Source: an optimization exercise on an open RTL-to-GDS flow (aim: small area). Production flows keep margins and buffers that such runs may drop.
Function was checked by simulation only, so behaviour that the tests miss may differ from the original.
No activity file was given, so power comes from the tool's default toggle rates. No driver is modelled on the clock port, so clocking that relies on it looks cheaper here than on a real chip.

==> build 70: inputs <==
// top
module top(
  input clk,
  input [7:0] sig,
  output signed [7:0] out_1M, out_3M
);
  reg [477:0] x3;   
  reg [544:0] x4;   
  reg [945:0] x5;   
  reg [951:0] x6;   
  reg [957:0] x7;   
  reg [451:0] sl;   
  reg [7:0] o3, o1;   
  wire n0, n1;
  fa3 un0 (.a(x7[142]), .b(x7[143]), .c(x7[144]), .s(n0), .co(n1));
  wire n2, n3;
  fa3 un2 (.a(x7[158]), .b(x7[159]), .c(x7[160]), .s(n2), .co(n3));
  wire n4, n5;
  fa3 un4 (.a(x7[161]), .b(x7[162]), .c(x7[163]), .s(n4), .co(n5));
  wire n6, n7;
  fa3 un6 (.a(x7[164]), .b(x7[190]), .c(x7[191]), .s(n6), .co(n7));
  wire n8, n9;
  fa3 un8 (.a(x7[145]), .b(x7[146]), .c(x7[174]), .s(n8), .co(n9));
  wire n10, n11;
  fa3 un10 (.a(x7[175]), .b(x7[176]), .c(x7[177]), .s(n10), .co(n11));
  wire n12, n13;
  fa3 un12 (.a(x7[178]), .b(x7[179]), .c(x7[180]), .s(n12), .co(n13));
  wire n14, n15;
  fa3 un14 (.a(x7[192]), .b(x7[193]), .c(x7[194]), .s(n14), .co(n15));
  wire n16, n17;
  fa3 un16 (.a(x7[195]), .b(x7[196]), .c(x7[197]), .s(n16), .co(n17));
  wire n18, n19;
  fa3 un18 (.a(x7[198]), .b(x7[224]), .c(x7[225]), .s(n18), .co(n19));
  wire n20, n21;
  fa3 un20 (.a(x7[181]), .b(x7[207]), .c(x7[208]), .s(n20), .co(n21));
  wire n22, n23;
  fa3 un22 (.a(x7[209]), .b(x7[210]), .c(x7[211]), .s(n22), .co(n23));
  wire n24, n25;
  fa3 un24 (.a(x7[212]), .b(x7[213]), .c(x7[214]), .s(n24), .co(n25));
  wire n26, n27;
  fa3 un26 (.a(x7[226]), .b(x7[227]), .c(x7[228]), .s(n26), .co(n27));
  wire n28, n29;
  fa3 un28 (.a(x7[229]), .b(x7[230]), .c(x7[305]), .s(n28), .co(n29));
  wire n30, n31;
  fa3 un30 (.a(x7[215]), .b(x7[290]), .c(x7[291]), .s(n30), .co(n31));
  wire n32, n33;
  fa3 un32 (.a(x7[292]), .b(x7[293]), .c(x7[294]), .s(n32), .co(n33));
  ...
export LEC_CHECK = 0
export ABC_AREA = 1
export CAP_MARGIN = 20
export CORE_MARGIN = 2
export CORE_UTILIZATION = 60
export CTS_BUF_LIST = sky130_fd_sc_hd__clkbuf_2 sky130_fd_sc_hd__clkbuf_8
export GPL_TIMING_DRIVEN = 0
export PLACE_DENSITY = 0.7
export SLEW_MARGIN = 20
export SYNTH_HIERARCHICAL = 1
create_clock -name core_clock -period 10.0 [get_ports {clk}]
run.sh (not shown) runs the stock make flow with config.mk's settings and CLKGATE_MAP_FILE= SYNTH_SCRIPT=/design/flow/synth_recipe.tcl, a recipe that flattens the netlist after the stock synthesis.
==> build 5: changes against build 70 <==
--- a/flow/config.mk
+++ b/flow/config.mk
@@ -10,5 +10,7 @@
 export CORE_MARGIN = 2
 export CORE_UTILIZATION = 60
-export CTS_BUF_LIST = sky130_fd_sc_hd__clkbuf_2 sky130_fd_sc_hd__clkbuf_8
+export CTS_BUF_LIST = sky130_fd_sc_hd__clkbuf_8
+export CTS_CLUSTER_DIAMETER = 60
+export CTS_CLUSTER_SIZE = 18
 export GPL_TIMING_DRIVEN = 0
 export PLACE_DENSITY = 0.7
==> impl_metrics.tcl <==
set metrics [dict create \
    status "no timing/DRC/antenna violations" \
    reg2reg_slack_ns 0.83 \
    min_to "x5[569]" \
    min-delay-start "x5[568]" \
    fillers 13671 \
    drt-met1-wl_um 84340 \
    vias_per_cell 4.544 \
    wl_met2_um 79040 \
    cts_buffers 302 \
    power_frac_seq_pct 68.8 \
    setup_ws_ns 0.8311 \
    clk_latency_ns 1.09 \
    p_sw_mw 4.922 \
    diodes 3 \
    utilization_pct 64.57 \
    globalRouteMet1Util_pct 27.81 \
    cts.htree.levels 5 \
    seq_share_pct 68.27 \
]
Source of the figures above: build 5

==> impl_metrics.tcl <==
set metrics [dict create \
    diodes 7 \
    drt-met1-wl_um 86190 \
    fillers 12811 \
    clk_latency_ns 1.06 \
    setup_ws_ns 0.8521 \
    seq_share_pct 64.11 \
    wl_met2_um 84760 \
    power_frac_seq_pct 55.2 \
    status "no timing/DRC/antenna violations" \
    p_sw_mw 6.168 \
    vias_per_cell 4.463 \
    min_to "x5[823]" \
]
Source of the figures above: build 70


* * *

==> 01-24: inputs <==
Another version of the RTL of top (not shown whole).
export LEC_CHECK = 0
export ABC_AREA = 1
export CAP_MARGIN = 20
export CORE_MARGIN = 2
export CORE_UTILIZATION = 60
export GPL_TIMING_DRIVEN = 0
export PLACE_DENSITY = 0.7
export SLEW_MARGIN = 20
export SYNTH_HIERARCHICAL = 1
create_clock -name core_clock -period 10.0 [get_ports {clk}]
standard.sh (not shown) runs the stock make flow with config.mk's settings and CLKGATE_MAP_FILE= SYNTH_SCRIPT=/design/flow/synth_recipe.tcl, a recipe that flattens the netlist after the stock synthesis.
==> flow/flow/run.sh <==
#!/bin/bash
bash standard.sh CTS_ARGS="-sink_clustering_enable -repair_clock_nets -sink_clustering_size 10 -sink_clustering_max_diameter 40 -buf_list sky130_fd_sc_hd__clkbuf_4 -dont_use_dummy_load" finish > standard.log 2>&1
==> inputs of 10-17, as changes to 01-24 <==
==> flow/flow/run.sh (replaced) <==
#!/bin/bash
bash standard.sh CTS_ARGS="-sink_clustering_enable -repair_clock_nets -sink_clustering_size 16 -sink_clustering_max_diameter 60 -buf_list sky130_fd_sc_hd__clkbuf_8 -dont_use_dummy_load" finish > standard.log 2>&1
==> qor.csv <==
stage,metric,value,unit
route,drt initial violations,2199,
power_and_ir_drop,overall power,25.1,mW
grt,GR Util All Layers,19.5,%
power_and_ir_drop,cell internal pwr,20.3,mW
power_and_ir_drop,Clk network pwr share,30.9,%
power_and_ir_drop,sequential power share,69.1,%
cells_and_area,final non-filler cell area,127000,µm²
run_status,status,"complete, no violations",
route,Vias,41700,
power_and_ir_drop,Comb. pwr,0.00191,mW
power_and_ir_drop,VDD IR max,183,µV
cells_and_area,clk cell area share,3.58,%
the above is filed under 10-17

==> qor.csv <==
stage,metric,value,unit
power_and_ir_drop,overall power,24.8,mW
worst_setup_path,FF-to-FF path depth,20,
power_and_ir_drop,cell internal pwr,19.9,mW
synth,largest family of logic cells by synthesized area,adder cells,
cells_and_area,clk cell area share,3.24,%
route,drt initial violations,2051,
run_status,status,"complete, no violations",
power_and_ir_drop,Clk network pwr share,29.9,%
grt,GR Util All Layers,19.9,%
cells_and_area,final non-filler cell area,127000,µm²
grt,vias in the first global route,50100,
power_and_ir_drop,sequential power share,70.1,%
power_and_ir_drop,VDD IR max,154,µV
the above is filed under 01-24


* * *

==> try-willow <==
Another version of the RTL of top (not shown whole).
clock: 10.0 ns
lec_check: 0
abc_area: 1
cap_margin: 20
core_margin: 2
core_utilization: 60
gpl_timing_driven: 0
place_density: 0.7
slew_margin: 20
synth_hierarchical: 1
synth_memory_max_bits: 65536
==> flow/flow/run.sh <==
#!/bin/bash
# The standard flow, with a clock tree built without dummy loads and
# the smallest buffer on each port.
bash standard.sh CTS_ARGS="-sink_clustering_enable -repair_clock_nets -sink_clustering_size 35 -sink_clustering_max_diameter 80 -buf_list sky130_fd_sc_hd__clkbuf_16 -dont_use_dummy_load" BUFFER_PORTS_ARGS="-buffer_cell sky130_fd_sc_hd__buf_1" finish > standard.log 2>&1
==> try-fjord (differences from try-willow) <==
==> flow/flow/run.sh (replaced) <==
#!/bin/bash
# The standard flow, with a clock tree built without dummy loads and
# the smallest buffer on each port.
bash standard.sh CTS_ARGS="-sink_clustering_enable -repair_clock_nets -sink_clustering_size 32 -sink_clustering_max_diameter 80 -buf_list sky130_fd_sc_hd__clkbuf_16 -dont_use_dummy_load" BUFFER_PORTS_ARGS="-buffer_cell sky130_fd_sc_hd__buf_1" finish > standard.log 2>&1
==> notes.md <==
|  | try-fjord | try-willow |
|---|---|---|
| Inserted Clock Buffers | 160 | 150 |
| Number of nets in the finished design | 6571 | 6561 |
| Status | complete, no violations | complete, no violations |
| Worst-skew pair later-pin latency | 830 ps | 840 ps |
| Met3 WL | 4420 um | 4440 um |
| Number of clock buffer instances in the layout | 160 | 150 |
| Pin count of the biggest net entering global routing | 33 | 36 |
| Met2 layer usage reported by global route | 0.221 | 0.222 |
| First-pass iteration count of the detailed router | 5 | 7 |
| Area grow syn2layout | 6.70% | 6.46% |
| Delay of the slowest cell on the worst path | 580 ps | 570 ps |
| Peak Freq | 105 MHz | 106 MHz |
| Switching share of total power | 0.204 | 0.205 |
| P_comb | 0.00143 W | 0.00142 W |
| Reg2Reg Setup Slack | 510 ps | 550 ps |
| Power after layout | 0.0267 W | 0.0265 W |
| Wire length of the first global-routing pass | 205000 um | 205000 um |
| Non-Clock Buffer Area Fraction | 0.00301 | 0.00301 |
| Final worst-path setup slack | 513 ps | 548 ps |
| Period Utilization, post-route | 0.949 | 0.945 |
| Routed wire length on met2 | 53300 um | 53500 um |
| Max_slew headroom | 0.370 | 0.347 |
| Slew at the pin closest to its max-slew limit | 936 ps | 971 ps |
| Routed wire per std cell | 15.7 um | 15.7 um |
| Sum of buffers and inverters on the critical path | 6 | 4 |

* * *

==> 12-08: inputs <==
top with an RTL version that a note above also has.
clock: 10.0 ns
lec_check: 0
abc_area: 1
cap_margin: 20
core_margin: 2
core_utilization: 60
cts_buf_list: sky130_fd_sc_hd__clkbuf_4
gpl_timing_driven: 0
place_density: 0.7
slew_margin: 20
synth_hierarchical: 1
run.sh (not shown) runs the stock make flow with config.mk's settings and CLKGATE_MAP_FILE= SYNTH_SCRIPT=/design/flow/synth_recipe.tcl, a recipe that flattens the netlist after the stock synthesis.
Stock flow here: none of the scripts above is used.
==> 05-16: changes against 12-08 <==
- CTS_BUF_LIST: sky130_fd_sc_hd__clkbuf_4 -> sky130_fd_sc_hd__clkbuf_16
- CTS_CLUSTER_DIAMETER: default -> 80
- CTS_CLUSTER_SIZE: default -> 28
==> notes.md <==
quantity	05-16	12-08
Result of the run	no timing/DRC/antenna violations	no timing/DRC/antenna violations
Clk tree area frac	4.07%	9.12%
CP arrival	9.89 ns	10.42 ns
Total GRT Usage	19.0%	20.3%
Register-to-register setup slack	0.84 ns	0.90 ns
Total leakage power	57.2 nW	62.0 nW
Via count of the first global-routing pass	46900	54700
Multi-input combinational area share	24.7%	23.4%
Share of post-route cells with drive strength above 1	3.54%	19.5%
Largest net degree at the start of global routing	29	23
Number of fill cells in the layout	13600	13300
Global-route track usage on met3	5.45%	7.90%
Clock Power Share	32.7%	43.2%
DR WL met3	12000 µm	14100 µm
Power density relative to cell area	202 mW/mm²	226 mW/mm²
Psw	5.05 mW	6.16 mW
Slew at the pin closest to its max-slew limit	0.524 ns	0.662 ns
CTS clk-pin slew, worst paths	0.11 ns	0.07 ns
Detail-routed via count per cell	4.54	4.41
Buffer share of cell area	0.164%	0.156%
Routed wire length on met2	79600 µm	85800 µm

## re-timing with driven ports
Ports are ideal in the flow. The routed layouts listed here were re-timed in OpenROAD. Step 1, drivers: a clkbuf_16 drives clk and a buf_2 each remaining input, both assumed. Step 2 moves the port delays by t, midway between the first and last clock arrival at a register: inputs arrive t later, outputs are due t later. That takes back most of the time a late clock gives input paths. a / b / c = no drivers / after step 1 / after step 2; a / b = the first two.
run | t, ns | setup slack, ns | latest minus earliest clock arrival (ns)
build 70 | 1.095 | 0.852 / 0.852 / 0.852 | 0.093 / 0.093
build 5 | 1.114 | 0.831 / 0.831 / 0.831 | 0.110 / 0.110
01-24 | 1.371 | 0.996 / 0.996 / 0.996 | 0.144 / 0.145
10-17 | 1.078 | 1.045 / 1.045 / 1.045 | 0.136 / 0.136
try-willow | 0.855 | 0.548 / 0.548 / 0.548 | 0.153 / 0.152
try-fjord | 0.846 | 0.513 / 0.513 / 0.513 | 0.140 / 0.141
12-08 | 1.450 | 0.897 / 0.897 / 0.897 | 0.169 / 0.169
05-16 | 0.909 | 0.842 / 0.842 / 0.842 | 0.077 / 0.077
After both steps every run listed still meets setup and hold.
